This is an optimization exercise on Yosys and OpenROAD, whose aim is small area and a short achievable clock period, not a production implementation.
The RTL was checked by simulation tests, not by an equivalence proof against the original design.
The flow treats the clock pin as an ideal source, which a real chip does not have.
Power and IR drop assume default switching activity.

## job 8451
Design top_module, start of the top module:
module top_module(
    input clk,
    input rst,
    input [15:0] sw,
    input btnC,
    output reg [6:0] seg,
    output reg [3:0] an,
    output reg bitti,
    output [1:0] p
    );
Size in the first run: roughly 67 flip-flops, ~33 I/O pins, about 3600 µm² of cells after synthesis.
==> flow/config.mk <==
export PLATFORM = sky130hd
export DESIGN_NAME = top_module
export DESIGN_NICKNAME = top_module
export VERILOG_FILES = /design/flow/design.v
export SDC_FILE = /design/flow/constraint.sdc
export NUM_CORES = 4
export LEC_CHECK = 0
export ABC_AREA = 0
export CAP_MARGIN = 20
export CORE_MARGIN = 2
export CORE_UTILIZATION = 70
export SLEW_MARGIN = 20
export SYNTH_HIERARCHICAL = 1
==> flow/constraint.sdc <==
create_clock -name core_clock -period 12.5 [get_ports {clk}]
set_input_delay 2.5000 -clock core_clock [delete_from_list [all_inputs] [get_ports {clk}]]
set_output_delay 2.5000 -clock core_clock [all_outputs]
set_load 0.01 [all_outputs]
standard.sh (not shown) runs the stock make flow with config.mk's settings and CLKGATE_MAP_FILE= SYNTH_SCRIPT=/design/flow/synth_recipe.tcl, a recipe that flattens the netlist after the stock synthesis.
==> flow/flow/run.sh <==
#!/bin/bash
# The standard ORFS layout (standard.sh) with three changes: plain
# buffers (not delay cells) on the ports, no dummy loads in the clock tree,
# and after clock tree synthesis a resizing pass (flow/post_cts.tcl) that
# sizes the critical paths up to a tighter target and then downsizes the
# cells that are larger than the timing needs. Each step's full output goes
# to its own log here (synth.log, layout.log) and to ORFS's logs/.
set -euo pipefail
here=$(pwd)
bash standard.sh synth > synth.log 2>&1
bash standard.sh \
  "BUFFER_PORTS_ARGS=-buffer_cell sky130_fd_sc_hd__buf_1" \
  "CTS_ARGS=-sink_clustering_enable -repair_clock_nets -dont_use_dummy_load" \
  "POST_CTS_TCL=$here/flow/post_cts.tcl" \
  finish > layout.log 2>&1
==> flow/flow/margin.txt <==
9.1
==> flow/flow/post_cts.tcl <==
set here [file dirname [info script]]
source [file join $here downsize.tcl]
set fp [open [file join $here margin.txt]]
set margin [string trim [read $fp]]
close $fp
estimate_parasitics -placement
puts "post_cts: worst slack before [worst_slack -max]"
repair_timing -setup -setup_margin $margin -skip_last_gasp
set ws [worst_slack -max]
puts "post_cts: worst slack after repair $ws"
puts "post_cts: downsized [my_downsize [expr {min($ws, $margin)}]] cells"
repair_timing -setup -setup_margin $margin -skip_last_gasp
puts "post_cts: worst slack after downsizing [worst_slack -max]"
repair_timing -hold
detailed_placement
check_placement -verbose
estimate_parasitics -placement
puts "post_cts: worst slack final [worst_slack -max] hold [worst_slack -min]"
Other scripts of this flow, unchanged in this note and not shown: flow/flow/downsize.tcl
## Diff of input files: job 3392 against job 8451
diff --git a/flow/flow/post_cts.tcl b/flow/flow/post_cts.tcl
--- a/flow/flow/post_cts.tcl
+++ b/flow/flow/post_cts.tcl
@@ -11,3 +11,3 @@
 puts "post_cts: downsized [my_downsize [expr {min($ws, $margin)}]] cells"
-repair_timing -setup -setup_margin $margin -skip_last_gasp
+repair_timing -setup -setup_margin $margin
 puts "post_cts: worst slack after downsizing [worst_slack -max]"
Notes after the runs:
From job 3392 to job 8451, fraction of layout cells with a size suffix above 1 did not move at all.
For combinational power, job 3392 and job 8451 come out practically identical.
Reported for job 8451 and job 3392, final core utilization turned out identical to the last digit.
~same area of the core in job 8451 and job 3392
--- input diff job 3392..job 4859 ---
diff --git a/flow/flow/run.sh b/flow/flow/run.sh
--- a/flow/flow/run.sh
+++ b/flow/flow/run.sh
@@ -14,2 +14,3 @@
   "POST_CTS_TCL=$here/flow/post_cts.tcl" \
+  "POST_GLOBAL_ROUTE_TCL=$here/flow/post_grt.tcl" \
   finish > layout.log 2>&1
diff --git a/flow/flow/post_cts.tcl b/flow/flow/post_cts.tcl
--- a/flow/flow/post_cts.tcl
+++ b/flow/flow/post_cts.tcl
@@ -11,3 +11,3 @@
 puts "post_cts: downsized [my_downsize [expr {min($ws, $margin)}]] cells"
-repair_timing -setup -setup_margin $margin
+repair_timing -setup -setup_margin $margin -skip_last_gasp
 puts "post_cts: worst slack after downsizing [worst_slack -max]"
==> flow/flow/post_grt.tcl (new file) <==
# Runs at the end of ORFS's global route step (POST_GLOBAL_ROUTE_TCL): the
# setup repair of post_cts.tcl again, with global-route parasitics; the nets
# it changes are routed again.
set fp [open [file join [file dirname [info script]] margin.txt]]
set margin [string trim [read $fp]]
close $fp
set_propagated_clock [all_clocks]
estimate_parasitics -global_routing
puts "post_grt: worst slack before [worst_slack -max]"
global_route -start_incremental
repair_timing -setup -setup_margin $margin -skip_last_gasp
repair_timing -hold
detailed_placement
global_route -end_incremental
estimate_parasitics -global_routing
puts "post_grt: worst slack final [worst_slack -max] hold [worst_slack -min]"
--- outcome ---
Sum of net half-perimeters after detailed placement came out exactly the same in job 4859 and job 3392. In job 4859 the final standard cell utilization of the core turned out 6.7 points higher than in job 3392. NOTE: final wirelength in job 4859 exceeds that of job 3392. Job 4859 -> job 3392: post-synthesis register bit count delta 0, exact match. Re clock power share: job 4859 and job 3392 aren't equal, and the lower value belongs to job 4859.
--- input diff job 4859..job 1709 ---
diff --git a/flow/flow/run.sh b/flow/flow/run.sh
--- a/flow/flow/run.sh
+++ b/flow/flow/run.sh
@@ -14,3 +14,2 @@
   "POST_CTS_TCL=$here/flow/post_cts.tcl" \
-  "POST_GLOBAL_ROUTE_TCL=$here/flow/post_grt.tcl" \
   finish > layout.log 2>&1
==> flow/flow/margin.txt <==
9.15
diff --git a/flow/flow/post_cts.tcl b/flow/flow/post_cts.tcl
--- a/flow/flow/post_cts.tcl
+++ b/flow/flow/post_cts.tcl
@@ -15,2 +15,6 @@
 detailed_placement
+estimate_parasitics -placement
+repair_timing -setup -setup_margin $margin -skip_last_gasp
+repair_timing -hold
+detailed_placement
 check_placement -verbose
removed: flow/flow/post_grt.tcl
==> comparison <==
Switching part of the total power: job 1709 < job 4859. [compare] base=job 4859 new=job 1709: clock-buffer cell count shows no meaningful change; non-clock buffer contribution to total cell area shows a reduction of 2.6 points; detailed-route wire length shows a reduction of about 2.5%. Utilization for job 1709: 4.9 points down relative to job 4859.
Edits applied to the flow inputs when going from job 1709 to job 9621:
==> flow/flow/margin.txt <==
9.05
- Job 9621 finished end to end and its layout was clean on timing, DRC and antenna.
- Job 1709 → job 9621: wire length of the first global-routing pass went down about 3.3%; headroom to the max-slew limit went up 1.0 points.
- Reported for job 9621 and job 1709, final sum of negative setup slack turned out identical to the last digit.
- The higher number of global-route vias before repair of job 9621 and job 1709 is in job 1709.
- Summary of job 9621 over job 1709: met3 capacity usage during global routing shrank by 0.53 points, part of the total power dissipated in combinational logic shrank by 0.9 points, global-route usage shrank by 0.79 points.
- Delta(critical path depth, job 9621 - job 1709) < 0
- Taking job 1709 as the reference, in job 9621 final critical-path share of the clock period went up by 0.28 points; portion of the post-synthesis area used by sequential elements was more or less identical.

port drivers added, routing unchanged:
The flow's constraints put no driver on any port. The routed layouts listed below were extracted and timed again, unchanged, in two steps. Step 1: set_driving_cell puts a clkbuf_16 on clk and a buf_2 on each other input, an assumption about the parent block. Step 2, shift: input delay + t, output delay - t, t = (earliest + latest rising clock arrival at the registers) / 2. This alone moves slack from input paths to output paths. a / b / c = ideal ports / drivers / drivers and shift; a / b = the first two.
| run | t, ns | setup slack, ns | clock arrival spread, ns |
|---|---|---|---|
| job 8451 | 0.347 | 9.039 / 9.039 / 8.700 | 0.023 / 0.022 |
| job 3392 | 0.347 | 9.039 / 9.039 / 8.700 | 0.023 / 0.022 |
| job 4859 | 0.356 | 9.081 / 9.076 / 8.720 | 0.022 / 0.022 |
| job 1709 | 0.353 | 9.083 / 9.087 / 8.734 | 0.023 / 0.022 |
| job 9621 | 0.353 | 9.048 / 9.020 / 8.713 | 0.021 / 0.021 |
After both steps setup and hold are still met in every run listed. The setup slack of job 4859, which loses most, moves by -0.005 ns with the drivers and by -0.361 ns with both steps.
